Background: an optimization exercise with open tools, aiming at small area, a short achievable clock period and few clock cycles. Do not read the settings as production practice.
Function was checked by simulation only, so behaviour that the tests miss may differ from the original.
Power and IR drop assume default switching activity.

## v22
## top_module
module top_module (clock, reset, start, r, s1, s2, address_r, address_s1, address_s2,
   best_dist, motion_x, motion_y, done);
input clock, reset, start;
input [7:0] r;
input [7:0] s1, s2;
output [7:0] best_dist, address_r;
output [3:0] motion_x, motion_y;
output [9:0] address_s1, address_s2;
output done;
wire [12:0] n;
wire idle;
wire [63:0] pe_lo, pe_hi;
wire [15:0] pe_c, pe_ovf;
wire [135:0] rp;
reg [7:0] s1q, s2q;
reg [15:0] therm;      
reg [15:0] pick;       
always @(posedge clock) begin
  s1q <= s1;
  s2q <= s2;
  pick <= {pick[14:0], (n[7:0] == 8'd1)};
  if (idle) therm <= 16'hFFFF;
  else if (therm[15]) therm <= 16'h0001;
  else therm <= {therm[14:0], 1'b1};
end
assign address_r = n[7:0];
assign rp[7:0] = r;
controller ctl (.clock(clock), .reset(reset), .start(start), .n(n),
  .address_s1(address_s1), .address_s2(address_s2), .done(done), .idle(idle));
comparator cmp (.clock(clock), .done(idle), .start(start), .n(n), .pick(pick),
  .pe_lo(pe_lo), .pe_hi(pe_hi), .pe_c(pe_c), .pe_ovf(pe_ovf), .best_dist(best_dist), .motion_x(motion_x),
  .motion_y(motion_y));
genvar g;
generate
  for (g = 0; g < 16; g = g + 1) begin : pe
    processing_element u (.clock(clock), .r(rp[g*8 +: 8]), .s1(s1q), .s2(s2q),
      .s1s2_mux(therm[g]), .new_dist(pick[g]),
  ...
Size in the first run: about 2400 cells after synthesis, roughly 570 flip-flops, ~72 I/O pins.
Settings: LEC_CHECK=0, CAP_MARGIN=20, CORE_MARGIN=2, CORE_UTILIZATION=35, PLACE_DENSITY=0.55, SETUP_SLACK_MARGIN=4.55, SLEW_MARGIN=20; clock period 7.0 ns.
run.sh (not shown) runs the stock make flow with config.mk's settings and CLKGATE_MAP_FILE= SYNTH_SCRIPT=/design/flow/synth_recipe.tcl, a recipe that flattens the netlist after the stock synthesis.
Testbench counts of v22, summed over its fixed seeds: cycles 131,712.
Input changes introduced in v28 (baseline for comparison: v22):
Settings: CTS_CLUSTER_DIAMETER newly set to 100; CTS_BUF_LIST newly set to sky130_fd_sc_hd__clkbuf_16; CTS_CLUSTER_SIZE newly set to 24; SETUP_SLACK_MARGIN changed from 4.55 to 4.52.
## What came out
- Compared v28 vs v22, and total via count after detailed routing is down in v28.
- v28 has setup slack above what v22 had.
- Against v22, final cell count without fillers in v28 fell slightly.
- As of v28, first-pass GRT wire length had fallen slightly compared to v22.
- Comparing v22 and v28, the lower power consumption was measured on v28.
- On number of diodes added for antenna fixing: v28 sits above v22.
- met2 usage in global routing came out lower on v28 than on v22.
- Looking at part of the power in registers, v28 sits 6.0 points above v22.
- In v28 the finished layout cell area turned out 0.0013 mm² lower than in v22.
- Summary of v28 over v22: routed length on met3 down 240 µm, post-CTS setup buffer count up about 10%.
--- input diff v28..v57 ---
Settings: a change of PLACE_DENSITY from 0.55 to 0.65; a change of CORE_UTILIZATION from 35 to 45; a change of SETUP_SLACK_MARGIN from 4.52 to 4.45.
Notes after the runs:
Diff v28 -> v57: share of power burned in the clock network dropped 0.7 points; all-layer global routing usage has increased; vertical die dimension decreased 12%; design area now smaller. Relative to v28, via count increased by about 0.9% in v57. As of v57, met2 wire length had fallen by a few percent compared to v28. v57 vs v28 on number of global-route vias before repair: v57 is the lower one. Going from v28 to v57, critical path depth moved up; initial core utilization rose 9.9 points.
### v57 -> v39
Settings: PLACE_DENSITY: 0.65 -> 0.55; CTS_BUF_LIST: sky130_fd_sc_hd__clkbuf_16 -> unset; CTS_CLUSTER_SIZE: 24 -> unset; CTS_CLUSTER_DIAMETER: 100 -> unset; CORE_UTILIZATION: 45 -> 35.
==> summary.txt <==
- v39: PASS, flow complete, no timing, DRC or antenna violations
- The number of buffers added by the clock tree synthesis step in v39 was higher than what v57 gave.
- Comparing v39 and v57, count of vias placed by the detailed router is lower on v57.
- Run comparison: v39 critical path launch point ctl.address_s1[2]; v57 critical path launch point s1q[0]
- Delta (v39 minus v57): count of routing violations after the opening detailed-route iteration held, relative area change from synthesis to final layout grew by 5.8 points, post-layout utilization of the core fell by 8.8 points.
- Worst hold slack across all endpoints is lower on v39
- Setup slack was higher in v39 than in v57.
diff inputs: v39 => v55
Settings: CTS_BUF_LIST: unset -> sky130_fd_sc_hd__clkbuf_16; ABC_AREA: unset -> 1; CTS_CLUSTER_DIAMETER: unset -> 100; TNS_END_PERCENT: unset -> 10; CTS_CLUSTER_SIZE: unset -> 24.
Notes after the runs:
v55 has number of global-route vias before repair below what v39 had. v55 completed end to end with timing, DRC and antenna clean. In the route summary, v55 ends up with a via count exceeding that of v39. Summary of v55 over v39: detailed route wirelength on metal3 fell 26%; synthesis-to-finish area growth lower. Delta (v55 minus v39): number of well taps has increased, total wire length went down 6.7%, largest stage delay on the critical path has increased. On v55: mean instance size in the synthesized netlist is about 16% lower than what v39 gave. Comparing sequential share of cell area for v55 and v39, the smaller number came from v39. Against v39, v55 comes in 0.44 points higher on global routing met1 resource utilization.


Setup of run A:
top_module again, from the RTL that the note above started with.
==> flow/config.mk <==
export PLATFORM = sky130hd
export DESIGN_NAME = top_module
export DESIGN_NICKNAME = top_module
export VERILOG_FILES = /design/flow/design.v
export SDC_FILE = /design/flow/constraint.sdc
export NUM_CORES = 4
export LEC_CHECK = 0
export ABC_CLOCK_PERIOD_IN_PS = 2500
export CAP_MARGIN = 20
export CORE_MARGIN = 2
export CORE_UTILIZATION = 35
export CTS_BUF_LIST = sky130_fd_sc_hd__clkbuf_16
export CTS_CLUSTER_DIAMETER = 100
export CTS_CLUSTER_SIZE = 24
export PLACE_DENSITY = 0.55
export SETUP_SLACK_MARGIN = 4.45
export SLEW_MARGIN = 20
==> flow/constraint.sdc <==
create_clock -name core_clock -period 7.0 [get_ports {clock}]
set_input_delay 1.4000 -clock core_clock [delete_from_list [all_inputs] [get_ports {clock}]]
set_output_delay 1.4000 -clock core_clock [all_outputs]
set_load 0.01 [all_outputs]
Run A reached the final stage; the timing, DRC and antenna checks on its layout passed.
Testbench counts of run A, summed over its fixed seeds: cycles 131,712.
The following lists how run B was set up differently from run A:
- removing ABC_CLOCK_PERIOD_IN_PS (formerly 2500)
==> comparison <==
On setup slack, run B and run A are basically level.
Summary of run B over run A: part of the power in combinational logic essentially unchanged; met1 wire length essentially unchanged; total non-filler cell area in the finished layout essentially unchanged.
From run A to run B the numbers moved as follows: maximum number of buffers from clock root to sink now sits at about the same level, initial antenna violation count now sits at about the same level.
The following lists how run C was set up differently from run B:
- swapping 4.45 for 4.55 in SETUP_SLACK_MARGIN
- putting ABC_AREA at 1 where nothing was set
Results
Setup slack (lower): run B
Run B has a lower final-layout fill cell count than run C.
Side by side, ratio of final minimum period to clock period turned out lower in run C than in run B.
In run C, the first-pass GRT wire length came out 1.4 mm below the value in run B.
Post-synthesis instance total for run C is higher than for run B.
Diff run C..run B | flip-flop and latch count | unchanged
From run B to run C the numbers moved as follows: post-layout minimum cycle time went down, via count went up.
#### Input delta (run D over run C)
- CTS_CLUSTER_SIZE now 30, was 24
- ABC_AREA no longer set, was 1
- SETUP_SLACK_MARGIN now 4.45, was 4.55
- CTS_CLUSTER_DIAMETER now 120, was 100
### Flow results
Diff run C -> run D | static leakage power | down by a few percent. Delta (run D minus run C): first-pass GRT wire length now larger; power spent charging and discharging nets fell 0.083 mW; post-layout instance count excluding filler cells now sits lower; met3 demand-to-capacity share in global routing went up by 0.83 points; number of nets in the final layout lost 479. The standard cells in run D occupy less silicon area than those in run C do. Run D vs run C: number of non-clock buffers up by a few percent. Re logic depth of the worst path, buffers included: run D is 8 up on run C. Compared with run C, run D shows a lower number of rows in the core area.

## port drivers added, routing unchanged
No port has a modelled driver above. Below, the same layouts with a new extraction and two added sets of constraints.
Step 1, drivers: a clkbuf_16 drives clock and a buf_2 each remaining input, both assumed.
Step 2 also shifts input and output timing later by t, the mid clock arrival at the registers, as if the neighbouring blocks saw the same clock.
Three values: no drivers, after step 1, after step 2; two values: the first two.
run | t (ns) | setup slack, ns | worst slew at a driven data input, ns | cell pins on the clock port's net
v22 | 0.675 | 4.506 / 4.445 / 4.412 | 0.03 | 1
v28 | 0.664 | 4.511 / 4.453 / 4.418 | 0.03 | 1
v57 | 0.645 | 4.459 / 4.448 / 4.387 | 0.04 | 1
v39 | 0.682 | 4.495 / 4.432 / 4.352 | 0.04 | 1
v55 | 0.668 | 4.365 / 4.330 / 4.236 | 0.04 | 1
run A | 0.661 | 4.491 / 4.442 / 4.342 | 0.04 | 1
run B | 0.661 | 4.491 / 4.442 / 4.342 | 0.04 | 1
run C | 0.668 | 4.506 / 4.449 / 4.232 | 0.04 | 1
run D | 0.645 | 4.498 / 4.460 / 4.339 | 0.04 | 1
After both steps every run listed still meets setup and hold. The setup slack of run C, which loses most, moves by -0.057 ns with the drivers and by -0.274 ns with both steps.
